This is an optimization exercise on Yosys and OpenROAD, whose aim is small area, not a production implementation. At most, simulation tests tie the RTL to the original design; equivalence was not proved. No functional check of the RTL was part of run 1.

==> design/flow/run.sh <==
#!/bin/bash
# synth_recipe.tcl (not shown) runs the flow's synth.tcl, then flattens the netlist and writes it again
# the make line also repeats each setting of config.mk as NAME=value (left out here)
make -C /OpenROAD-flow-scripts/flow DESIGN_CONFIG=/design/flow/config.mk WORK_HOME=/design/flow/orfs CLKGATE_MAP_FILE= SYNTH_SCRIPT=/design/flow/synth_recipe.tcl finish
==> design/flow/design.v <==
module RPM_reader(
    input  wire        clk,
    input  wire        rstn,
    input  wire        enc_a,
    input  wire        enc_b,
    output wire        edge_a,        
    output wire        edge_b,        
    output reg  [19:0] counter_a,
    output reg  [16:0] counter_b,
    output reg  [16:0] counter_a_reg,
    output reg         counter_a_reg_big,
    output wire        a_over,        
    output wire        a_full,        
    input  wire [15:0] mag,           
    output reg         rpm_valid_o,
    output reg  [15:0] rpm_data_o
);
    reg enc_a_reg1, enc_a_reg2, enc_a_reg3, current_enc_a;
    reg enc_b_reg1, enc_b_reg2, enc_b_reg3, current_enc_b;
    always @(posedge clk or negedge rstn) begin
        if (!rstn) begin
            enc_a_reg1 <= 1'b0; enc_a_reg2 <= 1'b0; enc_a_reg3 <= 1'b0; current_enc_a <= 1'b0;
            enc_b_reg1 <= 1'b0; enc_b_reg2 <= 1'b0; enc_b_reg3 <= 1'b0; current_enc_b <= 1'b0;
        end else begin
            enc_a_reg1 <= enc_a; enc_a_reg2 <= enc_a_reg1; enc_a_reg3 <= enc_a_reg2; current_enc_a <= enc_a_reg3;
            enc_b_reg1 <= enc_b; enc_b_reg2 <= enc_b_reg1; enc_b_reg3 <= enc_b_reg2; current_enc_b <= enc_b_reg3;
        end
    end
    assign edge_a = enc_a_reg3 & ~current_enc_a;
    assign edge_b = enc_b_reg3 & ~current_enc_b;
    assign a_over = &{counter_a[19], counter_a[16], counter_a[13], counter_a[10:6], counter_a[0]};
    assign a_full = &{counter_a[19], counter_a[16], counter_a[13], counter_a[10:6]};
    wire   b_over = &{counter_b[16:14], counter_b[12], counter_b[10], counter_b[7:6], counter_b[0]};
    wire   fwd    = counter_a < {4'd0, counter_b[16:1]};
    wire [15:0] reading = fwd ? mag : -mag;
    wire read = edge_b & ~edge_a;
    wire [19:0] ca_next = (counter_a + {19'd0, ~edge_b & ~a_over}) & {20{~edge_a}};
    wire [16:0] cb_next = (counter_b + {16'd0, ~edge_a & ~edge_b & ~b_over}) & {17{~read}};
    always @(posedge clk or negedge rstn) begin
        if (!rstn) begin
            counter_a <= 20'd0;
            counter_b <= 17'd0;
            counter_a_reg <= 17'd0;
            counter_a_reg_big <= 1'b0;
            rpm_valid_o <= 1'b0;
            rpm_data_o <= 16'd0;
        end else begin
            counter_a <= ca_next;
            counter_b <= cb_next;
            if (edge_a) begin
                counter_a_reg <= counter_a[16:0];
                counter_a_reg_big <= |counter_a[19:17];
            end
            rpm_valid_o <= read;
            if (read)
                rpm_data_o <= reading;
        end
    end
endmodule
module rpm_div(
    input  wire [17:0] div,
    output wire [15:0] quo
);
    wire [16:0] rem [0:17];
    assign rem[17] = 17'd120000;
    genvar i, j;
    generate
        for (i = 16; i >= 0; i = i - 1) begin : st
            wire          hi_zero = ~|div[17:17-i];
            wire [16-i:0] d;
            wire [17-i:0] bw;
            assign bw[0] = 1'b0;
            for (j = 0; j <= 16-i; j = j + 1) begin : bt
                wire a = rem[i+1][i+j];
                wire b = div[j];
                assign d[j]    = a ^ b ^ bw[j];
                assign bw[j+1] = (~a & b) | (~(a ^ b) & bw[j]);
            end
            wire ok = hi_zero & ~bw[17-i];
            if (i <= 15) begin : qb
                assign quo[i] = ok;
            end
            if (i > 0) begin : up
                assign rem[i] = ok ? {d, rem[i+1][i-1:0]} : rem[i+1];
            end else begin : up
                assign rem[i] = ok ? d : rem[i+1];
            end
        end
    endgenerate
endmodule
module rpm_pair(
    input  wire        clk,
    input  wire        rstn,
    input  wire        enc0_a,
    input  wire        enc0_b,
    input  wire        enc1_a,
    input  wire        enc1_b,
    output wire        rpm0_valid_o,
    output wire [15:0] rpm0_data_o,
    output wire        rpm1_valid_o,
    output wire [15:0] rpm1_data_o
);
    wire        ea0, eb0, ea1, eb1;
    wire [19:0] ca0, ca1;
    wire [16:0] cb0, cb1, car0, car1;
    wire        big0, big1;
    wire        aov0, aov1, afull0, afull1;
    wire [15:0] mag0, mag1;
    RPM_reader ch0 (
        .clk(clk), .rstn(rstn), .enc_a(enc0_a), .enc_b(enc0_b),
        .edge_a(ea0), .edge_b(eb0), .counter_a(ca0), .counter_b(cb0),
        .counter_a_reg(car0), .counter_a_reg_big(big0), .a_over(aov0), .a_full(afull0), .mag(mag0),
        .rpm_valid_o(rpm0_valid_o), .rpm_data_o(rpm0_data_o)
    );
    RPM_reader ch1 (
        .clk(clk), .rstn(rstn), .enc_a(enc1_a), .enc_b(enc1_b),
        .edge_a(ea1), .edge_b(eb1), .counter_a(ca1), .counter_b(cb1),
        .counter_a_reg(car1), .counter_a_reg_big(big1), .a_over(aov1), .a_full(afull1), .mag(mag1),
        .rpm_valid_o(rpm1_valid_o), .rpm_data_o(rpm1_data_o)
    );
    wire        pred0 = ~eb1 & ~eb0;
    wire        use_ca0 = pred0 & ea0;               
    wire [16:0] opa = eb1 ? car1 : (use_ca0 ? ca0[16:0] : car0);
    wire        opa_big = eb1 ? big1 : (use_ca0 ? |ca0[19:17] : big0);
    wire [16:0] opb = eb1 ? cb1 : cb0;
    wire        cin = pred0 & ~ea0;                  
    wire [17:0] div;
    wire [17:0] cy;
    assign cy[0] = cin;
    genvar k;
    generate
        for (k = 0; k < 17; k = k + 1) begin : add
            assign div[k]  = opa[k] ^ opb[k] ^ cy[k];
            assign cy[k+1] = (opa[k] & opb[k]) | ((opa[k] ^ opb[k]) & cy[k]);
        end
    endgenerate
    assign div[17] = cy[17];
    wire [15:0] quo;
    rpm_div u_div (.div(div), .quo(quo));
    wire        aov = eb1 ? aov1 : (pred0 ? ~ea0 & afull0 : aov0);
    wire [15:0] mag = quo & {16{~opa_big & ~aov & (div != 18'd0)}};
    reg [15:0] hold;
    always @(posedge clk)
        hold <= mag;
    assign mag1 = mag;
    assign mag0 = eb1 ? hold : mag;
endmodule
module rpm_quad (
    input  wire         clk,
    input  wire         rstn,
    input  wire         enc0_a,
    input  wire         enc0_b,
    input  wire         enc1_a,
    input  wire         enc1_b,
    input  wire         enc2_a,
    input  wire         enc2_b,
    input  wire         enc3_a,
    input  wire         enc3_b,
    output wire         rpm0_valid_o,
    output wire [15:0]  rpm0_data_o,
    output wire         rpm1_valid_o,
    output wire [15:0]  rpm1_data_o,
    output wire         rpm2_valid_o,
    output wire [15:0]  rpm2_data_o,
    output wire         rpm3_valid_o,
    output wire [15:0]  rpm3_data_o
);
    rpm_pair pair01 (
        .clk(clk), .rstn(rstn),
        .enc0_a(enc0_a), .enc0_b(enc0_b), .enc1_a(enc1_a), .enc1_b(enc1_b),
        .rpm0_valid_o(rpm0_valid_o), .rpm0_data_o(rpm0_data_o),
        .rpm1_valid_o(rpm1_valid_o), .rpm1_data_o(rpm1_data_o)
    );
    rpm_pair pair23 (
        .clk(clk), .rstn(rstn),
        .enc0_a(enc2_a), .enc0_b(enc2_b), .enc1_a(enc3_a), .enc1_b(enc3_b),
        .rpm0_valid_o(rpm2_valid_o), .rpm0_data_o(rpm2_data_o),
        .rpm1_valid_o(rpm3_valid_o), .rpm1_data_o(rpm3_data_o)
    );
endmodule
==> design/flow/constraint.sdc <==
create_clock -name core_clock -period 120.0 [get_ports {clk}]
set_input_delay 24.0000 -clock core_clock [delete_from_list [all_inputs] [get_ports {clk}]]
set_output_delay 24.0000 -clock core_clock [all_outputs]
set_load 0.01 [all_outputs]
==> design/flow/config.mk <==
export PLATFORM = sky130hd
export DESIGN_NAME = rpm_quad
export DESIGN_NICKNAME = rpm_quad
export VERILOG_FILES = /design/flow/design.v
export SDC_FILE = /design/flow/constraint.sdc
export NUM_CORES = 4
export LEC_CHECK = 0
export ABC_AREA = 1
export CAP_MARGIN = 20
export CORE_MARGIN = 2
export CORE_UTILIZATION = 65
export CTS_BUF_LIST = sky130_fd_sc_hd__clkbuf_4
export SLEW_MARGIN = 20
==> impl_metrics.py, run 1 <==
metrics = {
    "hold_path": {
        "min_from": "pair23.ch0.enc_b_reg2$_DFF_PN0_",
        "hp-class": "reg2reg",
        "hold_depth": 0,
        "min_to": "pair23.ch0.enc_b_reg3$_DFF_PN0_",
    },
    "yosys": {
        "syn_area_um2": 29370,
        "synth_edf_count": 0,
        "ys.flop_type": "dfrtp_1",
        "ys_top_cells_by_count": "nand2_1, inv_1, nor2_1, o21ai_0, dfrtp_1",
        "yosysSeqAreaShare_pct": 29.45,
        "yosysTopAreaCell": "dfrtp_1",
        "syn_area_per_cell_um2": 7.639,
        "syn_inst": 3844,
        "synth.area.top_cells": "dfrtp_1, fa_1, nand2_1",
        "syn-num-nets": 4240,
        "async_reset_ff_share_pct": 90.91,
        "synth_most_common_cell": "nand2_1",
        "ys_ff_latch": 352,
        "synth_top_area_share_pct": 27.27,
        "synth_warnings": 3,
        "ys_types": 65,
    },
    "clock_tree": {
        "cts.clk_slew.worst_paths_ps": 70,
        "cts_hold_buf": 0,
        "htreeDepth": 3,
        "clock_sinks": 352,
        "cts_buffers": 87,
        "cts_tree": "done",
        "post_cts_resized": 0,
        "root_buffer": "clkbuf_4",
        "post_cts_buffers": 0,
        "clk_latency_ps": 770,
        "cts_buffer_depth": 3,
    },
    "floorplanning": {
        "core_region_area_um2": 44410,
        "die_h_um": 216.6,
        "die_x_um": 216.6,
        "start_util_pct": 66.12,
        "fp-row-count": 77,
        "num_io_pins": 78,
        "dieArea_um2": 46890,
    },
    "timing": {
        "worstMarginPinSlew_ps": 1046,
        "setup_violations": 0,
        "layout_setup_ws_ps": 52190,
        "slew_violations": 0,
        "hold_viol": 0,
        "max_freq_mhz": 14.75,
        "fin_crit_ps": 67810,
        "tns_ps": 0,
        "skew_ps": 41.90,
        "fin_crit_sh_pct": 56.51,
        "relSlewSlack_pct": 30.17,
        "rsz0062_at_grt": "false",
    },
    "critical_path": {
        "worstSetupStartpointType": "flip-flop",
        "worstPathArrival_ps": 68510,
        "criticalPathCategory": "reg2reg",
        "max_stage_delay_ps": 820,
        "rr_startpoint": "pair23.ch0.current_enc_a$_DFF_PN0_",
        "reg2reg_depth": 270,
        "cpMaxStageDelayCell": "nor2_1",
        "timing.rr.end": "pair23.ch1.rpm_data_o[14]$_DFFE_PN0P_",
        "end_kind": "flip-flop",
        "cp_max_fo": 23,
        "reg2reg_setup_slack_ps": 52190,
        "crit_top_cell": "fa_1",
        "crit_required_ps": 120700,
    },
    "layout": {
        "area_delta_synth_final_pct": 8.402,
        "final_core_util_pct": 71.67,
        "fin_cells": 4595,
        "seqCellArea_um2": 8648,
        "num-fill-cells": 3667,
        "design_area_um2": 31830,
        "fin_nets": 4336,
        "layout-drive-gt1-share_pct": 7.371,
        "multi_input_area_um2": 18370,
    },
    "route": {
        "wire_per_inst_um": 18.36,
        "wirelength_um": 84350,
        "vias_per_cell": 5.899,
        "drt_iter0_markers": 2633,
        "vias": 27106,
        "dr.pass1.iters": 7,
        "ant_nets": 0,
        "drc": 0,
    },
    "placed_design": {
        "dp_hpwl_um": 64830,
        "placed_area_um2": 30730,
        "place_inst": 4442,
        "post-place-ws_ps": 52890,
        "io_buffers": 77,
        "gp_congestion": 0.9955,
    },
    "global_route": {
        "grt_first_pass_wirelength_um": 137800,
        "grt_pass1_vias": 26816,
        "antenna_found_initial": 2,
        "overflow": 0,
        "grt_max_degree": 106,
        "grt_util_all_layers_pct": 36.97,
    },
    "flow_run": {
        "drv_cap": 0,
    },
    "status": {
        "status": "complete, no violations",
    },
}
==> critical path: cells and delay by family (launching register included) <==
kind	cells	cell delay [ps]
buf+inv	49	7500
compound gates	10	1450
flops	1	380
fa+ha+maj	131	47510
simple gates	80	10790
==> placed cells by master, fill, tap and decap left out, drive strengths merged, types with 7 or more instances in the layout <==
master         count
clkdlybuf4s50     76
a21oi            157
a211oi            10
dfrtp            320
o21ai            394
o211ai            11
nor3             102
inv              511
or2               27
fa               261
xor2              21
ha               125
nand3            128
clkbuf           126
a31oi             45
clkinv            28
xnor2              7
nor2             449
nand4             43
o21a               7
mux2i             14
nor4              37
dfxtp             32
buf               37
and2               9
nand2            980
==> per-stage QoR <==
| stage | hold WS, ps |
|---|---|
| 2_1_floorplan | 331.2 |
| 3_3_place_gp | 331.7 |
| 3_5_place_dp | 335.5 |
| 4_1_cts | 348.5 |
| 5_1_grt | 353.9 |
| 6_report | 349.2 |
==> cell type report <==
cell class / count / area share [%]
Inverter: 515 / 6.088
Antenna cell: 1 / 0.007861
Timing Repair Buffer: 113 / 3.361
Sequential cell: 352 / 27.17
Multi-Input combinational cell: 2871 / 57.69
Tap cell: 592 / 2.327
Clock inverter: 25 / 0.3852
Clock buffer: 126 / 2.971
==> metal layers <==
layer,track usage [%],up-vias,wire length (µm)
met3,6.007,285,6498
met1,48.99,12948,34020
met2,58.89,1239,39310
met5,0,-,0
li1,-,12634,-
met4,19.54,0,4522
==> cell families (layout without fill, tap and decap cells) <==
| group | Yosys count | after routing | share of synthesized area (%) |
|---|---|---|---|
| and+or+nand+nor | 1788 | 1788 | 25.82 |
| AOI/OAI and AO/OA | 655 | 655 | 12.23 |
| buffers and inverters | 621 | 779 | 8.061 |
| adders and majority gates | 386 | 386 | 23.12 |
| DFF | 352 | 352 | 29.45 |
| xor gates and xnor gates | 28 | 28 | 0.8351 |
| muxes | 14 | 14 | 0.4772 |
| other | 0 | 1 | 0 |
==> how the worst max path moves through the flow <==
| stage | from | to | slack (ps) | cells after the start |
|---|---|---|---|---|
| 2_1_floorplan | pair23.ch1.enc_b_reg3$_DFF_PN0_ | pair23.ch1.rpm_data_o[14]$_DFFE_PN0P_ | 60510 | 280 |
| 3_3_place_gp | pair23.ch0.enc_a_reg3$_DFF_PN0_ | pair23.ch1.rpm_data_o[14]$_DFFE_PN0P_ | 53560 | 271 |
| 3_5_place_dp | pair23.ch0.enc_a_reg3$_DFF_PN0_ | pair23.ch1.rpm_data_o[14]$_DFFE_PN0P_ | 52890 | 271 |
| 4_1_cts | pair23.ch0.current_enc_a$_DFF_PN0_ | pair23.ch1.rpm_data_o[14]$_DFFE_PN0P_ | 52530 | 270 |
| 5_1_grt | pair23.ch0.enc_a_reg3$_DFF_PN0_ | pair23.ch1.rpm_data_o[14]$_DFFE_PN0P_ | 48640 | 271 |
| 6_report | pair23.ch0.current_enc_a$_DFF_PN0_ | pair23.ch1.rpm_data_o[14]$_DFFE_PN0P_ | 52190 | 270 |
==> run 2, diff against run 1 <==
--- a/design/flow/design.v
+++ b/design/flow/design.v
@@ -10,6 +10,4 @@
     output reg  [16:0] counter_a_reg,
     output reg         counter_a_reg_big,
-    output wire        a_over,        
-    output wire        a_full,        
     input  wire [15:0] mag,           
     output reg         rpm_valid_o,
@@ -29,12 +27,8 @@
     assign edge_a = enc_a_reg3 & ~current_enc_a;
     assign edge_b = enc_b_reg3 & ~current_enc_b;
-    assign a_over = &{counter_a[19], counter_a[16], counter_a[13], counter_a[10:6], counter_a[0]};
-    assign a_full = &{counter_a[19], counter_a[16], counter_a[13], counter_a[10:6]};
-    wire   b_over = &{counter_b[16:14], counter_b[12], counter_b[10], counter_b[7:6], counter_b[0]};
-    wire   fwd    = counter_a < {4'd0, counter_b[16:1]};
-    wire [15:0] reading = fwd ? mag : -mag;
-    wire read = edge_b & ~edge_a;
-    wire [19:0] ca_next = (counter_a + {19'd0, ~edge_b & ~a_over}) & {20{~edge_a}};
-    wire [16:0] cb_next = (counter_b + {16'd0, ~edge_a & ~edge_b & ~b_over}) & {17{~read}};
+    wire a_over = counter_a > 20'd600000;    
+    wire b_over = counter_b > 17'd120000;    
+    wire fwd    = counter_a < {4'd0, counter_b[16:1]};
+    wire [15:0] reading = a_over ? 16'd0 : (fwd ? mag : -mag);
     always @(posedge clk or negedge rstn) begin
         if (!rstn) begin
@@ -45,14 +39,17 @@
             rpm_valid_o <= 1'b0;
             rpm_data_o <= 16'd0;
+        end else if (edge_a) begin
+            counter_a <= 20'd0;
+            counter_a_reg <= counter_a[16:0];
+            counter_a_reg_big <= |counter_a[19:17];
+            rpm_valid_o <= 1'b0;
+        end else if (edge_b) begin
+            counter_b <= 17'd0;
+            rpm_valid_o <= 1'b1;
+            rpm_data_o <= reading;
         end else begin
-            counter_a <= ca_next;
-            counter_b <= cb_next;
-            if (edge_a) begin
-                counter_a_reg <= counter_a[16:0];
-                counter_a_reg_big <= |counter_a[19:17];
-            end
-            rpm_valid_o <= read;
-            if (read)
-                rpm_data_o <= reading;
+            counter_a <= counter_a + {19'd0, ~a_over};
+            counter_b <= counter_b + {16'd0, ~b_over};
+            rpm_valid_o <= 1'b0;
         end
     end
@@ -105,10 +102,9 @@
     wire [16:0] cb0, cb1, car0, car1;
     wire        big0, big1;
-    wire        aov0, aov1, afull0, afull1;
     wire [15:0] mag0, mag1;
     RPM_reader ch0 (
         .clk(clk), .rstn(rstn), .enc_a(enc0_a), .enc_b(enc0_b),
         .edge_a(ea0), .edge_b(eb0), .counter_a(ca0), .counter_b(cb0),
-        .counter_a_reg(car0), .counter_a_reg_big(big0), .a_over(aov0), .a_full(afull0), .mag(mag0),
+        .counter_a_reg(car0), .counter_a_reg_big(big0), .mag(mag0),
         .rpm_valid_o(rpm0_valid_o), .rpm_data_o(rpm0_data_o)
     );
@@ -116,5 +112,5 @@
         .clk(clk), .rstn(rstn), .enc_a(enc1_a), .enc_b(enc1_b),
         .edge_a(ea1), .edge_b(eb1), .counter_a(ca1), .counter_b(cb1),
-        .counter_a_reg(car1), .counter_a_reg_big(big1), .a_over(aov1), .a_full(afull1), .mag(mag1),
+        .counter_a_reg(car1), .counter_a_reg_big(big1), .mag(mag1),
         .rpm_valid_o(rpm1_valid_o), .rpm_data_o(rpm1_data_o)
     );
@@ -138,6 +134,5 @@
     wire [15:0] quo;
     rpm_div u_div (.div(div), .quo(quo));
-    wire        aov = eb1 ? aov1 : (pred0 ? ~ea0 & afull0 : aov0);
-    wire [15:0] mag = quo & {16{~opa_big & ~aov & (div != 18'd0)}};
+    wire [15:0] mag = quo & {16{~opa_big & (div != 18'd0)}};
     reg [15:0] hold;
     always @(posedge clk)
--- a/design/flow/config.mk
+++ b/design/flow/config.mk
@@ -9,5 +9,4 @@
 export CAP_MARGIN = 20
 export CORE_MARGIN = 2
-export CORE_UTILIZATION = 65
-export CTS_BUF_LIST = sky130_fd_sc_hd__clkbuf_4
+export CORE_UTILIZATION = 30
 export SLEW_MARGIN = 20
==> impl_metrics.py, run 2 <==
metrics = {
    "clock_tree": {
        "cts_hold_buf": 0,
        "cts_tree": "done",
        "cts.clk_slew.worst_paths_ps": 60,
        "cts_buffer_depth": 3,
        "post_cts_buffers": 0,
        "clk_latency_ps": 600,
        "cts_buffers": 44,
        "post_cts_resized": 0,
        "root_buffer": "clkbuf_16",
        "htreeDepth": 2,
        "clock_sinks": 352,
    },
    "yosys": {
        "syn_area_per_cell_um2": 7.742,
        "async_reset_ff_share_pct": 90.91,
        "synth.area.top_cells": "dfrtp_1, fa_1, nand2_1",
        "syn_area_um2": 29340,
        "synth-xor-area-share_pct": 0.9255,
        "syn_inst": 3789,
        "synth_top_area_share_pct": 27.30,
        "yosysTopAreaCell": "dfrtp_1",
        "synthSimpleGateAreaFrac_pct": 24.66,
        "ys_ff_latch": 352,
        "muxShareOfSynthArea_pct": 0.3071,
        "syn-num-nets": 4185,
        "yosysSeqAreaShare_pct": 29.48,
        "synth-compound-area-share_pct": 13.50,
        "synth_most_common_cell": "nand2_1",
        "ys_types": 62,
        "synth_warnings": 3,
        "synth_top_family_by_area": "simple AND/OR/NAND/NOR gates",
        "ys.flop_type": "dfrtp_1",
        "ys_top_cells_by_count": "nand2_1, inv_1, nor2_1, dfrtp_1, o21ai_0",
        "synth_edf_count": 0,
        "synth_adder_area_share_pct": 23.14,
    },
    "route": {
        "ant_nets": 0,
        "wire_per_inst_um": 16.63,
        "wirelength_um": 85610,
        "vias_per_cell": 4.972,
        "vias": 25590,
        "drc": 0,
        "dr.pass1.iters": 6,
        "drt_iter0_markers": 2196,
    },
    "flow_run": {
        "drv_cap": 0,
    },
    "critical_path": {
        "cp_max_fo": 54,
        "crit_top_cell": "fa_1",
        "worstPathArrival_ps": 66800,
        "max_stage_delay_ps": 800,
        "end_kind": "flip-flop",
        "criticalPathCategory": "reg2reg",
        "reg2reg_depth": 263,
        "worstSetupStartpointType": "flip-flop",
        "crit_required_ps": 120430,
        "cpMaxStageDelayCell": "nor3_2",
    },
    "timing": {
        "max_freq_mhz": 15.07,
        "rsz0062_at_grt": "false",
        "worstMarginPinSlew_ps": 1040,
        "fin_crit_ps": 66370,
        "hold_viol": 0,
        "tns_ps": 0,
        "setup_violations": 0,
        "fin_crit_sh_pct": 55.31,
        "slew_violations": 0,
        "skew_ps": 36.84,
        "relSlewSlack_pct": 30.44,
    },
    "floorplanning": {
        "fp-row-count": 114,
        "core_region_area_um2": 96850,
        "num_io_pins": 78,
        "start_util_pct": 30.29,
        "die_x_um": 316.7,
        "dieArea_um2": 100300,
        "die_h_um": 316.7,
    },
    "placed_design": {
        "io_buffers": 77,
        "gp_congestion": 0.8834,
        "dp_hpwl_um": 65960,
        "place_inst": 5065,
    },
    "layout": {
        "layout-drive-gt1-share_pct": 5.967,
        "fin_nets": 4231,
        "fin_cells": 5147,
        "layout_common_cells": "nand2_1, inv_1, nor2_1",
        "area_delta_synth_final_pct": 12.93,
        "final_common_cell": "nand2_1",
        "diodes": 0,
    },
    "global_route": {
        "grt_first_pass_wirelength_um": 138300,
        "antenna_found_initial": 2,
        "grt_pass1_vias": 25245,
        "grt_max_degree": 73,
        "grt_util_all_layers_pct": 17.22,
        "overflow": 0,
    },
    "hold_path": {
        "hp-class": "reg2reg",
        "hold_depth": 0,
    },
    "status": {
        "status": "complete, no violations",
    },
}
run 2: final cells by class:
class | count | area, µm²
inverter | 502 | 1884
multi-input combinational | 2824 | 18360
fill | 10153 | 63720
timing repair buffer | 111 | 1031
clock inverter | 21 | 331.6
tap | 1276 | 1597
clock buffer | 61 | 1275
sequential | 352 | 8648
run 2: worst paths after layout:
path	startpoint	end	slack, ps
worst min register to register	pair01.ch0.enc_b_reg2$_DFF_PN0_	pair01.ch0.enc_b_reg3$_DFF_PN0_	340
worst max register to register	pair23.ch0.current_enc_a$_DFF_PN0_	pair23.ch1.rpm_data_o[14]$_DFFE_PN0P_	53630
max in group asynchronous	rstn	pair23.ch1.rpm_data_o[2]$_DFFE_PN0P_	94460
worst max-delay path	pair23.ch0.current_enc_a$_DFF_PN0_	pair23.ch1.rpm_data_o[14]$_DFFE_PN0P_	53630
min in group asynchronous	rstn	pair01.ch0.rpm_data_o[13]$_DFFE_PN0P_	23350
worst min-delay path	pair01.ch0.enc_b_reg2$_DFF_PN0_	pair01.ch0.enc_b_reg3$_DFF_PN0_	340
run 2: critical path, delay by kind of cell (launching register included):
family                   cells  cell delay (ps)
XOR/XNOR                     1              170
AO/OA/AOI/OAI                8             1310
flip-flops                   1              370
buffers and inverters       44             7420
AND/OR/NAND/NOR             79            10150
adder cells (fa/ha/maj)    131            46610
run 2: cells by family after synthesis:
family / after synthesis
AOI/OAI and AO/OA: 694
xor gates and xnor gates: 31
adders and majority gates: 386
buffers and inverters: 613
DFF: 352
muxes: 9
and+or+nand+nor: 1704
run 2: through the flow:
step	instance area (µm²)	utilization, %	hold slack [ps]	worst slack [ps]
global route	33130	34.21	354.9	49410
floorplan	29340	-	331.2	60200
CTS	33130	34.20	348.1	53660
finish	33130	34.21	344.4	53630
global placement	31520	32.54	332.1	54070
detailed placement	31520	32.54	334.7	53840
run 2: routing by layer:
| metal | routed length (µm) | global-route usage (%) | part of all wire, % | up-vias |
|---|---|---|---|---|
| met3 | 5223 | 2.596 | 6.1 | 134 |
| met4 | 2050 | 4.620 | 2.4 | 0 |
| met1 | 39730 | 24.56 | 46 | 12367 |
| li1 | - | - | - | 12402 |
| met2 | 38600 | 27.22 | 45 | 687 |
| met5 | 0 | 0 | 0 | - |
==> run 3, diff against run 2 <==
--- a/design/flow/design.v
+++ b/design/flow/design.v
@@ -10,4 +10,6 @@
     output reg  [16:0] counter_a_reg,
     output reg         counter_a_reg_big,
+    output wire        a_over,        
+    output wire        a_full,        
     input  wire [15:0] mag,           
     output reg         rpm_valid_o,
@@ -27,8 +29,12 @@
     assign edge_a = enc_a_reg3 & ~current_enc_a;
     assign edge_b = enc_b_reg3 & ~current_enc_b;
-    wire a_over = counter_a > 20'd600000;    
-    wire b_over = counter_b > 17'd120000;    
-    wire fwd    = counter_a < {4'd0, counter_b[16:1]};
-    wire [15:0] reading = a_over ? 16'd0 : (fwd ? mag : -mag);
+    assign a_over = &{counter_a[19], counter_a[16], counter_a[13], counter_a[10:6], counter_a[0]};
+    assign a_full = &{counter_a[19], counter_a[16], counter_a[13], counter_a[10:6]};
+    wire   b_over = &{counter_b[16:14], counter_b[12], counter_b[10], counter_b[7:6], counter_b[0]};
+    wire   fwd    = counter_a < {4'd0, counter_b[16:1]};
+    wire [15:0] reading = fwd ? mag : -mag;
+    wire read = edge_b & ~edge_a;
+    wire [19:0] ca_next = (counter_a + {19'd0, ~edge_b & ~a_over}) & {20{~edge_a}};
+    wire [16:0] cb_next = (counter_b + {16'd0, ~edge_a & ~edge_b & ~b_over}) & {17{~read}};
     always @(posedge clk or negedge rstn) begin
         if (!rstn) begin
@@ -39,22 +45,19 @@
             rpm_valid_o <= 1'b0;
             rpm_data_o <= 16'd0;
-        end else if (edge_a) begin
-            counter_a <= 20'd0;
-            counter_a_reg <= counter_a[16:0];
-            counter_a_reg_big <= |counter_a[19:17];
-            rpm_valid_o <= 1'b0;
-        end else if (edge_b) begin
-            counter_b <= 17'd0;
-            rpm_valid_o <= 1'b1;
-            rpm_data_o <= reading;
         end else begin
-            counter_a <= counter_a + {19'd0, ~a_over};
-            counter_b <= counter_b + {16'd0, ~b_over};
-            rpm_valid_o <= 1'b0;
+            counter_a <= ca_next;
+            counter_b <= cb_next;
+            if (edge_a) begin
+                counter_a_reg <= counter_a[16:0];
+                counter_a_reg_big <= |counter_a[19:17];
+            end
+            rpm_valid_o <= read;
+            if (read)
+                rpm_data_o <= reading;
         end
     end
 endmodule
 module rpm_div(
-    input  wire [17:0] div,
+    input  wire [17:0] divn,          
     output wire [15:0] quo
 );
@@ -64,15 +67,15 @@
     generate
         for (i = 16; i >= 0; i = i - 1) begin : st
-            wire          hi_zero = ~|div[17:17-i];
+            wire          hi_zero = &divn[17:17-i];
             wire [16-i:0] d;
-            wire [17-i:0] bw;
-            assign bw[0] = 1'b0;
+            wire [17-i:0] c;                  
+            assign c[0] = 1'b1;
             for (j = 0; j <= 16-i; j = j + 1) begin : bt
                 wire a = rem[i+1][i+j];
-                wire b = div[j];
-                assign d[j]    = a ^ b ^ bw[j];
-                assign bw[j+1] = (~a & b) | (~(a ^ b) & bw[j]);
+                wire b = divn[j];
+                assign d[j]   = a ^ b ^ c[j];
+                assign c[j+1] = (a & b) | (a & c[j]) | (b & c[j]);
             end
-            wire ok = hi_zero & ~bw[17-i];
+            wire ok = hi_zero & c[17-i];
             if (i <= 15) begin : qb
                 assign quo[i] = ok;
@@ -102,9 +105,10 @@
     wire [16:0] cb0, cb1, car0, car1;
     wire        big0, big1;
+    wire        aov0, aov1, afull0, afull1;
     wire [15:0] mag0, mag1;
     RPM_reader ch0 (
         .clk(clk), .rstn(rstn), .enc_a(enc0_a), .enc_b(enc0_b),
         .edge_a(ea0), .edge_b(eb0), .counter_a(ca0), .counter_b(cb0),
-        .counter_a_reg(car0), .counter_a_reg_big(big0), .mag(mag0),
+        .counter_a_reg(car0), .counter_a_reg_big(big0), .a_over(aov0), .a_full(afull0), .mag(mag0),
         .rpm_valid_o(rpm0_valid_o), .rpm_data_o(rpm0_data_o)
     );
@@ -112,5 +116,5 @@
         .clk(clk), .rstn(rstn), .enc_a(enc1_a), .enc_b(enc1_b),
         .edge_a(ea1), .edge_b(eb1), .counter_a(ca1), .counter_b(cb1),
-        .counter_a_reg(car1), .counter_a_reg_big(big1), .mag(mag1),
+        .counter_a_reg(car1), .counter_a_reg_big(big1), .a_over(aov1), .a_full(afull1), .mag(mag1),
         .rpm_valid_o(rpm1_valid_o), .rpm_data_o(rpm1_data_o)
     );
@@ -133,6 +137,7 @@
     assign div[17] = cy[17];
     wire [15:0] quo;
-    rpm_div u_div (.div(div), .quo(quo));
-    wire [15:0] mag = quo & {16{~opa_big & (div != 18'd0)}};
+    rpm_div u_div (.divn(~div), .quo(quo));
+    wire        aov = eb1 ? aov1 : (pred0 ? ~ea0 & afull0 : aov0);
+    wire [15:0] mag = quo & {16{~opa_big & ~aov & (div != 18'd0)}};
     reg [15:0] hold;
     always @(posedge clk)
==> design/flow/flow/run.sh (new file) <==
#!/bin/bash
# Own layout flow: the standard flow (standard.sh) with
#  - the area-oriented ABC mapping of flow/synth.tcl,
#  - the smallest buffer (buf_1) on every input and output port,
#  - clock tree synthesis without dummy loads.
# Each make run's full output goes to a log file in this folder.
set -euo pipefail
here=$(pwd)
export OWN_ABC_SCRIPT="$here/flow/area.abc"
export BUFFER_PORTS_ARGS="-buffer_cell sky130_fd_sc_hd__buf_1"
cts="-sink_clustering_enable -repair_clock_nets -dont_use_dummy_load"
for k in CTS_CLUSTER_SIZE:-sink_clustering_size CTS_CLUSTER_DIAMETER:-sink_clustering_max_diameter CTS_BUF_LIST:-buf_list; do
  v=$(sed -n "s/^export ${k%%:*} = //p" config.mk)
  if [[ -n "$v" ]]; then cts="$cts ${k#*:} $v"; fi
done
export CTS_ARGS="$cts"
sed "s|SYNTH_SCRIPT=[^ ]*|SYNTH_SCRIPT=$here/flow/synth.tcl|" standard.sh > own_standard.sh
grep -q "SYNTH_SCRIPT=$here/flow/synth.tcl" own_standard.sh
echo "CTS_ARGS=$CTS_ARGS" > own_flow.log
bash own_standard.sh finish > make_finish.log 2>&1
test -f out/final.def
==> design/flow/flow/area.abc (new file) <==
strash
dc2
dch -f
amap
strash
dc2
dch -f
amap
topo
==> design/flow/flow/synth.tcl (new file) <==
proc synth {args} { yosys synth -nofsm -noshare {*}$args }
proc abc {args} {
  set i [lsearch -exact $args -script]
  if { $i >= 0 } { lset args [expr {$i + 1}] $::env(OWN_ABC_SCRIPT) }
  yosys abc {*}$args
}
source $::env(SCRIPTS_DIR)/synth.tcl
# left out here: clear keep_hierarchy, flatten, clean up, hide names made inside functions, write 1_2_yosys.v
==> design/flow/standard.sh (new file) <==
#!/bin/bash
# synth_recipe.tcl (not shown) runs the flow's synth.tcl, then flattens the netlist and writes it again
# the make line also repeats each setting of config.mk as NAME=value (left out here)
make -C /OpenROAD-flow-scripts/flow DESIGN_CONFIG=/design/flow/config.mk WORK_HOME=/design/flow/orfs CLKGATE_MAP_FILE= SYNTH_SCRIPT=/design/flow/synth_recipe.tcl "${@:-finish}"
--- a/design/flow/config.mk
+++ b/design/flow/config.mk
@@ -9,4 +9,7 @@
 export CAP_MARGIN = 20
 export CORE_MARGIN = 2
-export CORE_UTILIZATION = 30
+export CORE_UTILIZATION = 65
+export CTS_BUF_LIST = sky130_fd_sc_hd__clkbuf_8
+export CTS_CLUSTER_DIAMETER = 60
+export CTS_CLUSTER_SIZE = 12
 export SLEW_MARGIN = 20
removed: design/flow/run.sh
==> impl_metrics.py, run 3 <==
metrics = {
    "placed_design": {
        "dp_hpwl_um": 47930,
        "post-place-ws_ps": 49860,
        "io_buffers": 77,
        "place_inst": 3174,
        "gp_congestion": 0.9284,
        "placed_area_um2": 26370,
    },
    "global_route": {
        "grt_first_pass_wirelength_um": 106000,
        "overflow": 0,
        "grt_pass1_vias": 20398,
        "antenna_found_initial": 0,
        "grt_util_all_layers_pct": 32.62,
        "grt_max_degree": 184,
    },
    "yosys": {
        "ys_ff_latch": 352,
        "syn_inst": 2548,
        "syn-num-nets": 2912,
        "synth_edf_count": 0,
        "syn_area_um2": 25090,
        "ys.flop_type": "dfrtp_1",
        "syn_area_per_cell_um2": 9.846,
        "ys_top_cells_by_count": "dfrtp_1, clkinv_1, nor2_1, fa_1, o22a_1",
        "ys_types": 49,
        "synth_top_area_share_pct": 31.92,
        "synth_warnings": 3,
        "async_reset_ff_share_pct": 90.91,
        "yosysTopAreaCell": "dfrtp_1",
        "yosysSeqAreaShare_pct": 34.47,
        "synth_most_common_cell": "dfrtp_1",
        "synth.area.top_cells": "dfrtp_1, fa_1, o22a_1",
    },
    "clock_tree": {
        "post_cts_buffers": 0,
        "cts.clk_slew.worst_paths_ps": 80,
        "clock_sinks": 352,
        "htreeDepth": 2,
        "clk_latency_ps": 640,
        "cts_buffers": 40,
        "root_buffer": "clkbuf_8",
        "cts_hold_buf": 0,
        "cts_buffer_depth": 3,
        "cts_tree": "done",
        "post_cts_resized": 0,
    },
    "route": {
        "dr.pass1.iters": 5,
        "wirelength_um": 63450,
        "wire_per_inst_um": 19.74,
        "drt_iter0_markers": 1973,
        "drc": 0,
        "vias": 20459,
        "ant_nets": 0,
        "vias_per_cell": 6.366,
    },
    "critical_path": {
        "reg2reg_setup_slack_ps": 49280,
        "end_kind": "flip-flop",
        "criticalPathCategory": "reg2reg",
        "worstPathArrival_ps": 71230,
        "rr_startpoint": "pair23.ch0.enc_a_reg3$_DFF_PN0_",
        "cp_max_fo": 31,
        "reg2reg_depth": 249,
        "crit_required_ps": 120510,
        "timing.rr.end": "pair23.ch0.rpm_data_o[14]$_DFFE_PN0P_",
        "max_stage_delay_ps": 730,
        "crit_top_cell": "fa_1",
        "cpMaxStageDelayCell": "clkinv_1",
        "worstSetupStartpointType": "flip-flop",
    },
    "timing": {
        "relSlewSlack_pct": 33.65,
        "tns_ps": 0,
        "hold_viol": 0,
        "worst_hold_slack_ps": 326.8,
        "worstMarginPinSlew_ps": 995.3,
        "fin_crit_sh_pct": 58.94,
        "setup_violations": 0,
        "rsz0062_at_grt": "false",
        "skew_ps": 80.25,
        "slew_violations": 0,
        "fin_crit_ps": 70720,
        "max_freq_mhz": 14.14,
        "layout_setup_ws_ps": 49280,
    },
    "layout": {
        "fin_cells": 3214,
        "layout_common_cells": "dfrtp_1, clkinv_1, nor2_1",
        "final_common_cell": "dfrtp_1",
        "num-fill-cells": 2973,
        "layout-drive-gt1-share_pct": 3.441,
        "fin_nets": 3069,
        "design_area_um2": 26930,
        "area_delta_synth_final_pct": 7.326,
        "final_core_util_pct": 71.15,
        "multi_input_area_um2": 15360,
        "seqCellArea_um2": 8648,
        "diodes": 0,
    },
    "hold_path": {
        "min_from": "pair01.ch1.enc_b_reg2$_DFF_PN0_",
        "hp-class": "reg2reg",
        "min_to": "pair01.ch1.enc_b_reg3$_DFF_PN0_",
        "hold_depth": 0,
    },
    "status": {
        "status": "complete, no violations",
    },
    "flow_run": {
        "drv_cap": 0,
    },
    "floorplanning": {
        "die_x_um": 200.5,
        "die_h_um": 200.5,
        "dieArea_um2": 40180,
        "core_region_area_um2": 37840,
        "start_util_pct": 66.29,
        "fp-row-count": 71,
        "num_io_pins": 78,
    },
}
run 3: area by class of cell:
class,count,area share (%)
Multi-Input combinational cell,1894,57.06
Sequential cell,352,32.12
Tap cell,511,2.375
Inverter,302,4.210
Clock buffer,40,2.045
Timing Repair Buffer,115,2.193
run 3: kinds of logic (layout without fill, tap and decap cells):
group	after synthesis	after routing	synth area share (%)
and+or+nand+nor	694	694	12.21
adders and majority gates	354	354	25.49
xor gates and xnor gates	5	5	0.1746
DFF	352	352	34.47
AOI/OAI and AO/OA	841	841	23.13
buffers and inverters	302	457	4.518
run 3: worst max-delay path: cells and delay by family, from the launching register on:
kind	cells	cell delay, ps
AO/OA/AOI/OAI	30	4780
adder cells (fa/ha/maj)	131	47360
AND/OR/NAND/NOR	55	11000
buffers and inverters	33	6990
flip-flops	1	340
run 3: worst max path at each step:
stage | from | end | slack [ps]
2_1_floorplan | pair01.ch1.current_enc_b$_DFF_PN0_ | pair01.ch0.rpm_data_o[14]$_DFFE_PN0P_ | 54240
3_3_place_gp | pair23.ch0.enc_a_reg3$_DFF_PN0_ | pair23.ch0.rpm_data_o[14]$_DFFE_PN0P_ | 51070
3_5_place_dp | pair23.ch0.enc_a_reg3$_DFF_PN0_ | pair23.ch0.rpm_data_o[14]$_DFFE_PN0P_ | 49860
4_1_cts | pair23.ch0.enc_a_reg3$_DFF_PN0_ | pair23.ch0.rpm_data_o[14]$_DFFE_PN0P_ | 49680
5_1_grt | pair23.ch0.current_enc_a$_DFF_PN0_ | pair23.ch0.rpm_data_o[15]$_DFFE_PN0P_ | 45090
6_report | pair23.ch0.enc_a_reg3$_DFF_PN0_ | pair23.ch0.rpm_data_o[14]$_DFFE_PN0P_ | 49280
run 3: per-layer routing:
| metal | vias up | part of all wire, % | GRT usage [%] |
|---|---|---|---|
| li1 | 9505 | - | - |
| met5 | - | 0 | 0 |
| met2 | 693 | 46 | 49.60 |
| met1 | 10150 | 45 | 48.67 |
| met4 | 0 | 2.4 | 10.16 |
| met3 | 111 | 6.8 | 5.325 |
==> run 4, diff against run 3 <==
--- a/design/flow/design.v
+++ b/design/flow/design.v
@@ -2,4 +2,5 @@
     input  wire        clk,
     input  wire        rstn,
+    input  wire        started,       
     input  wire        enc_a,
     input  wire        enc_b,
@@ -35,21 +36,19 @@
     wire [15:0] reading = fwd ? mag : -mag;
     wire read = edge_b & ~edge_a;
-    wire [19:0] ca_next = (counter_a + {19'd0, ~edge_b & ~a_over}) & {20{~edge_a}};
-    wire [16:0] cb_next = (counter_b + {16'd0, ~edge_a & ~edge_b & ~b_over}) & {17{~read}};
+    wire [19:0] ca_next = (counter_a + {19'd0, ~edge_b & ~a_over}) & {20{started & ~edge_a}} | {19'd0, ~started};
+    wire [16:0] cb_next = (counter_b + {16'd0, ~edge_a & ~edge_b & ~b_over}) & {17{started & ~read}} | {16'd0, ~started};
+    wire        load_car = started & edge_a;
+    wire        keep_car = started & ~edge_a;
+    always @(posedge clk) begin
+        counter_a <= ca_next;
+        counter_b <= cb_next;
+        counter_a_reg <= (counter_a[16:0] & {17{load_car}}) | (counter_a_reg & {17{keep_car}});
+        counter_a_reg_big <= (|counter_a[19:17] & load_car) | (counter_a_reg_big & keep_car);
+    end
     always @(posedge clk or negedge rstn) begin
         if (!rstn) begin
-            counter_a <= 20'd0;
-            counter_b <= 17'd0;
-            counter_a_reg <= 17'd0;
-            counter_a_reg_big <= 1'b0;
             rpm_valid_o <= 1'b0;
             rpm_data_o <= 16'd0;
         end else begin
-            counter_a <= ca_next;
-            counter_b <= cb_next;
-            if (edge_a) begin
-                counter_a_reg <= counter_a[16:0];
-                counter_a_reg_big <= |counter_a[19:17];
-            end
             rpm_valid_o <= read;
             if (read)
@@ -92,4 +91,5 @@
     input  wire        clk,
     input  wire        rstn,
+    input  wire        started,
     input  wire        enc0_a,
     input  wire        enc0_b,
@@ -108,5 +108,5 @@
     wire [15:0] mag0, mag1;
     RPM_reader ch0 (
-        .clk(clk), .rstn(rstn), .enc_a(enc0_a), .enc_b(enc0_b),
+        .clk(clk), .rstn(rstn), .started(started), .enc_a(enc0_a), .enc_b(enc0_b),
         .edge_a(ea0), .edge_b(eb0), .counter_a(ca0), .counter_b(cb0),
         .counter_a_reg(car0), .counter_a_reg_big(big0), .a_over(aov0), .a_full(afull0), .mag(mag0),
@@ -114,5 +114,5 @@
     );
     RPM_reader ch1 (
-        .clk(clk), .rstn(rstn), .enc_a(enc1_a), .enc_b(enc1_b),
+        .clk(clk), .rstn(rstn), .started(started), .enc_a(enc1_a), .enc_b(enc1_b),
         .edge_a(ea1), .edge_b(eb1), .counter_a(ca1), .counter_b(cb1),
         .counter_a_reg(car1), .counter_a_reg_big(big1), .a_over(aov1), .a_full(afull1), .mag(mag1),
@@ -166,6 +166,10 @@
     output wire [15:0]  rpm3_data_o
 );
+    reg started;
+    always @(posedge clk or negedge rstn)
+        if (!rstn) started <= 1'b0;
+        else       started <= 1'b1;
     rpm_pair pair01 (
-        .clk(clk), .rstn(rstn),
+        .clk(clk), .rstn(rstn), .started(started),
         .enc0_a(enc0_a), .enc0_b(enc0_b), .enc1_a(enc1_a), .enc1_b(enc1_b),
         .rpm0_valid_o(rpm0_valid_o), .rpm0_data_o(rpm0_data_o),
@@ -173,5 +177,5 @@
     );
     rpm_pair pair23 (
-        .clk(clk), .rstn(rstn),
+        .clk(clk), .rstn(rstn), .started(started),
         .enc0_a(enc2_a), .enc0_b(enc2_b), .enc1_a(enc3_a), .enc1_b(enc3_b),
         .rpm0_valid_o(rpm2_valid_o), .rpm0_data_o(rpm2_data_o),
--- a/design/flow/flow/run.sh
+++ b/design/flow/flow/run.sh
@@ -1,5 +1,5 @@
 #!/bin/bash
 # Own layout flow: the standard flow (standard.sh) with
-#  - the area-oriented ABC mapping of flow/synth.tcl,
+#  - the area-oriented synthesis of flow/synth.tcl (no adder cells, ABC script flow/area.abc),
 #  - the smallest buffer (buf_1) on every input and output port,
 #  - clock tree synthesis without dummy loads.
==> design/flow/flow/area.abc (replaced) <==
strash
dc2
dch -f
amap
strash
dch -f
amap
strash
dch -f
amap
topo
--- a/design/flow/flow/synth.tcl
+++ b/design/flow/flow/synth.tcl
@@ -5,4 +5,5 @@
   yosys abc {*}$args
 }
+proc extract_fa {args} {}
 source $::env(SCRIPTS_DIR)/synth.tcl
 # left out here: clear keep_hierarchy, flatten, clean up, hide names made inside functions, write 1_2_yosys.v
==> impl_metrics.py, run 4 <==
metrics = {
    "timing": {
        "worstMarginPinSlew_ps": 1068,
        "slew_violations": 0,
        "skew_ps": 116.3,
        "max_freq_mhz": 19.52,
        "fin_crit_sh_pct": 42.70,
        "relSlewSlack_pct": 28.56,
        "layout_setup_ws_ps": 68760,
        "setup_violations": 0,
        "fin_crit_ps": 51240,
        "hold_viol": 0,
        "tns_ps": 0,
        "rsz0062_at_grt": "false",
    },
    "clock_tree": {
        "post_cts_buffers": 0,
        "cts_buffers": 38,
        "root_buffer": "clkbuf_8",
        "htreeDepth": 2,
        "cts_tree": "done",
        "clock_sinks": 353,
        "post_cts_resized": 0,
        "clk_latency_ps": 630,
        "cts_hold_buf": 0,
        "cts_buffer_depth": 3,
        "cts.clk_slew.worst_paths_ps": 80,
    },
    "global_route": {
        "grt_max_degree": 76,
        "overflow": 0,
        "grt_pass1_vias": 23354,
        "grt_util_all_layers_pct": 36.90,
        "antenna_found_initial": 0,
        "grt_first_pass_wirelength_um": 112100,
    },
    "status": {
        "status": "complete, no violations",
    },
    "layout": {
        "fin_nets": 3692,
        "layout_common_cells": "nor2_1, a21oi_1, o22ai_1",
        "diodes": 0,
        "fin_cells": 4141,
        "final_core_util_pct": 70.81,
        "area_delta_synth_final_pct": 7.946,
        "layout-drive-gt1-share_pct": 2.717,
        "final_common_cell": "nor2_1",
    },
    "critical_path": {
        "end_kind": "flip-flop",
        "max_stage_delay_ps": 940,
        "criticalPathCategory": "reg2reg",
        "crit_top_cell": "o22ai_1",
        "crit_required_ps": 120460,
        "cp_max_fo": 26,
        "worstPathArrival_ps": 51690,
        "worstSetupStartpointType": "flip-flop",
        "cpMaxStageDelayCell": "nor2_1",
    },
    "yosys": {
        "ys_types": 43,
        "syn_inst": 3512,
        "syn_area_um2": 23160,
        "yosysTopAreaCell": "dfxtp_1",
        "synth_warnings": 4,
        "synth.area.top_cells": "dfxtp_1, nor2_1, dfrtp_1",
        "syn_area_per_cell_um2": 6.596,
        "yosysSeqAreaShare_pct": 32.69,
        "synth_top_area_share_pct": 21.78,
        "async_reset_ff_share_pct": 28.61,
        "ys_top_cells_by_count": "nor2_1, a21oi_1, o21ai_0, o22ai_1, clkinv_1",
        "ys.flop_type": "dfxtp_1",
        "synth_most_common_cell": "nor2_1",
        "ys_ff_latch": 353,
        "synth_edf_count": 0,
        "syn-num-nets": 3522,
    },
    "placed_design": {
        "place_inst": 4102,
        "io_buffers": 77,
        "gp_congestion": 0.9504,
        "dp_hpwl_um": 51700,
        "post-place-ws_ps": 70240,
    },
    "floorplanning": {
        "die_h_um": 192.8,
        "start_util_pct": 65.60,
        "fp-row-count": 69,
        "dieArea_um2": 37160,
        "num_io_pins": 78,
        "die_x_um": 192.8,
        "core_region_area_um2": 35310,
    },
    "route": {
        "wire_per_inst_um": 16.87,
        "drt_iter0_markers": 2967,
        "drc": 0,
        "vias_per_cell": 6.410,
        "ant_nets": 0,
        "met3_length_um": 6868,
        "met2_length_um": 30610,
        "dr.pass1.iters": 10,
        "routed.top_layer": "met4",
        "vias": 26543,
        "wl_met1_um": 30300,
        "wirelength_um": 69870,
    },
    "hold_path": {
        "hp-class": "reg2reg",
    },
    "flow_run": {
        "drv_cap": 0,
    },
}
[run 4: area by class of cell]
| type | count | area, µm² |
|---|---|---|
| clock buffers | 38 | 523.0 |
| repair buffers | 130 | 703.2 |
| fillers | 3046 | 10310 |
| inverters | 348 | 1306 |
| well taps | 461 | 576.8 |
| multi-input cells | 2811 | 14320 |
| flip-flops and latches | 353 | 7572 |
[run 4: routing by layer]
layer / global-route usage, % / up-vias
met5: 0 / -
met4: 13.27 / 0
met3: 6.674 / 184
met2: 57.71 / 1203
met1: 51.02 / 12072
li1: - / 13084
[run 4: worst max-delay path, delay by kind of cell (launching register included)]
kind,cells,cell delay [ps]
and+or+nand+nor,115,18630
DFF,1,400
buffers and inverters,27,6550
AOI/OAI and AO/OA,142,25430
[run 4: path summary, 6_finish.rpt]
check                                                         to  cells after the start  slack (ps)                                from
min in group asynchronous  pair01.ch1.rpm_data_o[12]$_DFFE_PN0P_                      1       23370                                rstn
max in group asynchronous        pair23.ch1.enc_b_reg1$_DFF_PN0_                      3       95550                                rstn
setup / recovery           pair01.ch0.rpm_data_o[15]$_DFFE_PN0P_                    284       68760  pair01.ch1.current_enc_b$_DFF_PN0_
setup reg to reg           pair01.ch0.rpm_data_o[15]$_DFFE_PN0P_                    284       68760  pair01.ch1.current_enc_b$_DFF_PN0_
hold reg to reg                  pair23.ch0.enc_a_reg2$_DFF_PN0_                      0         340     pair23.ch0.enc_a_reg1$_DFF_PN0_
hold / removal                   pair23.ch0.enc_a_reg2$_DFF_PN0_                      0         340     pair23.ch0.enc_a_reg1$_DFF_PN0_
[run 4: cell families (layout without fill, tap and decap cells)]
group           count (synthesis)  in the layout  synth area share [%]
simple gates                 1286           1286                 22.29
other cells                     1              1               0.01619
buf+inv                       348            516                 5.639
compound gates               1524           1524                 39.36
flops                         353            353                 32.69
[run 4: stage by stage]
stage          hold WS, ps  instance area [µm²]
3_5_place_dp         334.7                24460
5_1_grt              355.1                25000
2_1_floorplan        331.2                23160
4_1_cts              346.1                24980
6_report             342.5                25000
3_3_place_gp         332.7                24460
==> run 5, diff against run 4 <==
--- a/design/flow/flow/run.sh
+++ b/design/flow/flow/run.sh
@@ -1,5 +1,5 @@
 #!/bin/bash
 # Own layout flow: the standard flow (standard.sh) with
-#  - the area-oriented synthesis of flow/synth.tcl (no adder cells, ABC script flow/area.abc),
+#  - the area-oriented ABC mapping of flow/synth.tcl,
 #  - the smallest buffer (buf_1) on every input and output port,
 #  - clock tree synthesis without dummy loads.
==> design/flow/flow/area.abc (replaced) <==
strash
dc2
dch -f
amap
strash
dc2
dch -f
amap
topo
--- a/design/flow/flow/synth.tcl
+++ b/design/flow/flow/synth.tcl
@@ -5,5 +5,4 @@
   yosys abc {*}$args
 }
-proc extract_fa {args} {}
 source $::env(SCRIPTS_DIR)/synth.tcl
 # left out here: clear keep_hierarchy, flatten, clean up, hide names made inside functions, write 1_2_yosys.v
==> impl_metrics.py, run 5 <==
metrics = {
    "status": {
        "status": "complete, no violations",
    },
    "route": {
        "wirelength_um": 64930,
        "wire_per_inst_um": 20.36,
        "vias_per_cell": 6.481,
        "dr.pass1.iters": 6,
        "ant_nets": 0,
        "drc": 0,
        "drt_iter0_markers": 1734,
        "vias": 20669,
    },
    "yosys": {
        "ys_top_cells_by_count": "clkinv_1, nor2_1, fa_1, dfxtp_1, o22a_1",
        "syn-num-nets": 2931,
        "ys_types": 51,
        "synth_most_common_cell": "clkinv_1",
        "synth_warnings": 4,
        "synth_top_area_share_pct": 21.73,
        "ys_ff_latch": 353,
        "yosysSeqAreaShare_pct": 31.38,
        "syn_area_per_cell_um2": 9.402,
        "ys.flop_type": "dfxtp_1",
        "synth_edf_count": 0,
        "yosysTopAreaCell": "fa_1",
        "async_reset_ff_share_pct": 28.61,
        "syn_area_um2": 24130,
        "synth.area.top_cells": "fa_1, dfxtp_1, dfrtp_1",
        "syn_inst": 2567,
    },
    "floorplanning": {
        "start_util_pct": 65.92,
        "core_region_area_um2": 36610,
        "die_h_um": 196.7,
        "dieArea_um2": 38690,
        "num_io_pins": 78,
        "die_x_um": 196.7,
        "fp-row-count": 70,
    },
    "placed_design": {
        "dp_hpwl_um": 50120,
        "gp_congestion": 0.9441,
        "io_buffers": 77,
    },
    "timing": {
        "rsz0062_at_grt": "false",
        "skew_ps": 94.21,
        "setup_violations": 0,
        "max_freq_mhz": 14.04,
        "worstMarginPinSlew_ps": 1089,
        "slew_violations": 0,
        "fin_crit_sh_pct": 59.36,
        "fin_crit_ps": 71230,
        "tns_ps": 0,
        "hold_viol": 0,
        "relSlewSlack_pct": 27.14,
    },
    "clock_tree": {
        "cts_tree": "done",
        "post_cts_resized": 0,
        "cts_buffer_depth": 3,
        "htreeDepth": 2,
        "clk_latency_ps": 620,
        "clock_sinks": 353,
        "cts_hold_buf": 0,
        "cts_buffers": 38,
        "cts.clk_slew.worst_paths_ps": 80,
        "post_cts_buffers": 0,
        "root_buffer": "clkbuf_8",
    },
    "critical_path": {
        "crit_required_ps": 120440,
        "criticalPathCategory": "reg2reg",
        "cp_max_fo": 51,
        "cpMaxStageDelayCell": "clkinv_1",
        "worstPathArrival_ps": 71680,
        "end_kind": "flip-flop",
        "max_stage_delay_ps": 780,
        "worstSetupStartpointType": "flip-flop",
        "crit_top_cell": "fa_1",
    },
    "layout": {
        "layout-drive-gt1-share_pct": 2.940,
        "num-fill-cells": 2926,
        "layout_common_cells": "clkinv_1, nor2_1, fa_1",
        "fin_nets": 3087,
        "diodes": 0,
        "area_delta_synth_final_pct": 7.082,
        "final_common_cell": "clkinv_1",
    },
    "global_route": {
        "grt_util_all_layers_pct": 34.85,
        "grt_first_pass_wirelength_um": 107200,
        "antenna_found_initial": 0,
        "overflow": 0,
        "grt_pass1_vias": 20558,
        "grt_max_degree": 62,
    },
    "hold_path": {
        "hp-class": "reg2reg",
    },
    "flow_run": {
        "drv_cap": 0,
    },
}
-- run 5: cell types whose count changed after synthesis, sizes merged, moves of 145 or more --
cell / delta
o22ai: -200
a21oi: -349
fa: +262
nand2: -145
o21ai: -208
o22a: +164
nor2: -522
-- run 5: metal layers --
| metal | up-vias | GRT usage, % | routed length, µm |
|---|---|---|---|
| met3 | 120 | 5.938 | 5098 |
| met1 | 10157 | 50.59 | 29180 |
| met2 | 793 | 54.68 | 29130 |
| met5 | - | 0 | 0 |
| met4 | 0 | 9.329 | 1518 |
| li1 | 9599 | - | - |
-- run 5: metrics by stage --
step | hold slack [ps] | worst slack, ps | utilization [%] | std cells | instance area, µm²
global route | 345.6 | 44540 | 70.59 | 3189 | 25840
global placement | 332.6 | 50870 | 69.14 | 3150 | 25310
detailed placement | 335.5 | 49310 | 69.14 | 3150 | 25310
CTS | 345.6 | 49230 | 70.57 | 3188 | 25840
finish | 345.5 | 48770 | 70.59 | 3189 | 25840
floorplan | 331.2 | 53510 | - | 2567 | 24130
-- run 5: worst max-delay path, delay by kind of cell, from the launching register on --
kind / cells / cell delay (ps)
flops: 1 / 400
simple gates: 60 / 11750
fa+ha+maj: 130 / 46860
buf+inv: 32 / 7350
compound gates: 26 / 4620
-- run 5: final cells by class --
cell class	count	area, µm²	area share (%)
Clock buffer	38	523.0	2.024
Inverter	312	1171	4.532
Multi-Input combinational cell	1902	15410	59.61
Sequential cell	353	7572	29.30
Tap cell	468	585.6	2.266
Timing Repair Buffer	116	585.6	2.266
-- run 5: final timing paths --
check                      cells after the start                                    end                          startpoint  slack, ps
setup / recovery                             248  pair23.ch1.rpm_data_o[15]$_DFFE_PN0P_  pair23.ch1.current_enc_b$_DFF_PN0_      48770
hold / removal                                 0        pair23.ch0.enc_b_reg2$_DFF_PN0_     pair23.ch0.enc_b_reg1$_DFF_PN0_        350
setup reg to reg                             248  pair23.ch1.rpm_data_o[15]$_DFFE_PN0P_  pair23.ch1.current_enc_b$_DFF_PN0_      48770
hold reg to reg                                0        pair23.ch0.enc_b_reg2$_DFF_PN0_     pair23.ch0.enc_b_reg1$_DFF_PN0_        350
max in group asynchronous                      2   pair01.ch0.rpm_data_o[0]$_DFFE_PN0P_                                rstn      95290
min in group asynchronous                      1                      started$_DFF_PN0_                                rstn      23450
-- run 5: logic make-up after synthesis --
family,synth area share (%)
fa+ha+maj,26.50
flops,31.38
other cells,0.01554
simple gates,12.70
xor+xnor,0.3266
compound gates,24.23
buf+inv,4.852

[separate check: timing with driven ports]
How much do the figures lean on ideal ports? The routed layouts below were timed once more, with nothing changed but the port constraints.
Step 1, drivers: a clkbuf_16 drives clk and a buf_2 each remaining input, both assumed.
Step 2 moves the port delays by t, midway between the first and last clock arrival at a register: inputs arrive t later, outputs are due t later. That takes back most of the time a late clock gives input paths.
Slacks: no drivers / after step 1 / after step 2; pairs: no drivers / after step 1.
| run | t, ns | setup slack, ns | worst hold slack (ns) | cell pins on the clock port's net |
|---|---|---|---|---|
| run 1 | 0.801 | 52.190 / 52.190 / 52.190 | 0.349 / 0.349 / 0.349 | 1 |
| run 2 | 0.635 | 53.626 / 53.626 / 53.626 | 0.344 / 0.344 / 0.344 | 1 |
| run 3 | 0.648 | 49.277 / 49.277 / 49.277 | 0.327 / 0.327 / 0.327 | 1 |
| run 4 | 0.621 | 68.764 / 68.764 / 68.764 | 0.343 / 0.343 / 0.343 | 1 |
| run 5 | 0.621 | 48.768 / 48.768 / 48.768 | 0.345 / 0.345 / 0.345 | 1 |
After both steps setup and hold are still met in every run listed.
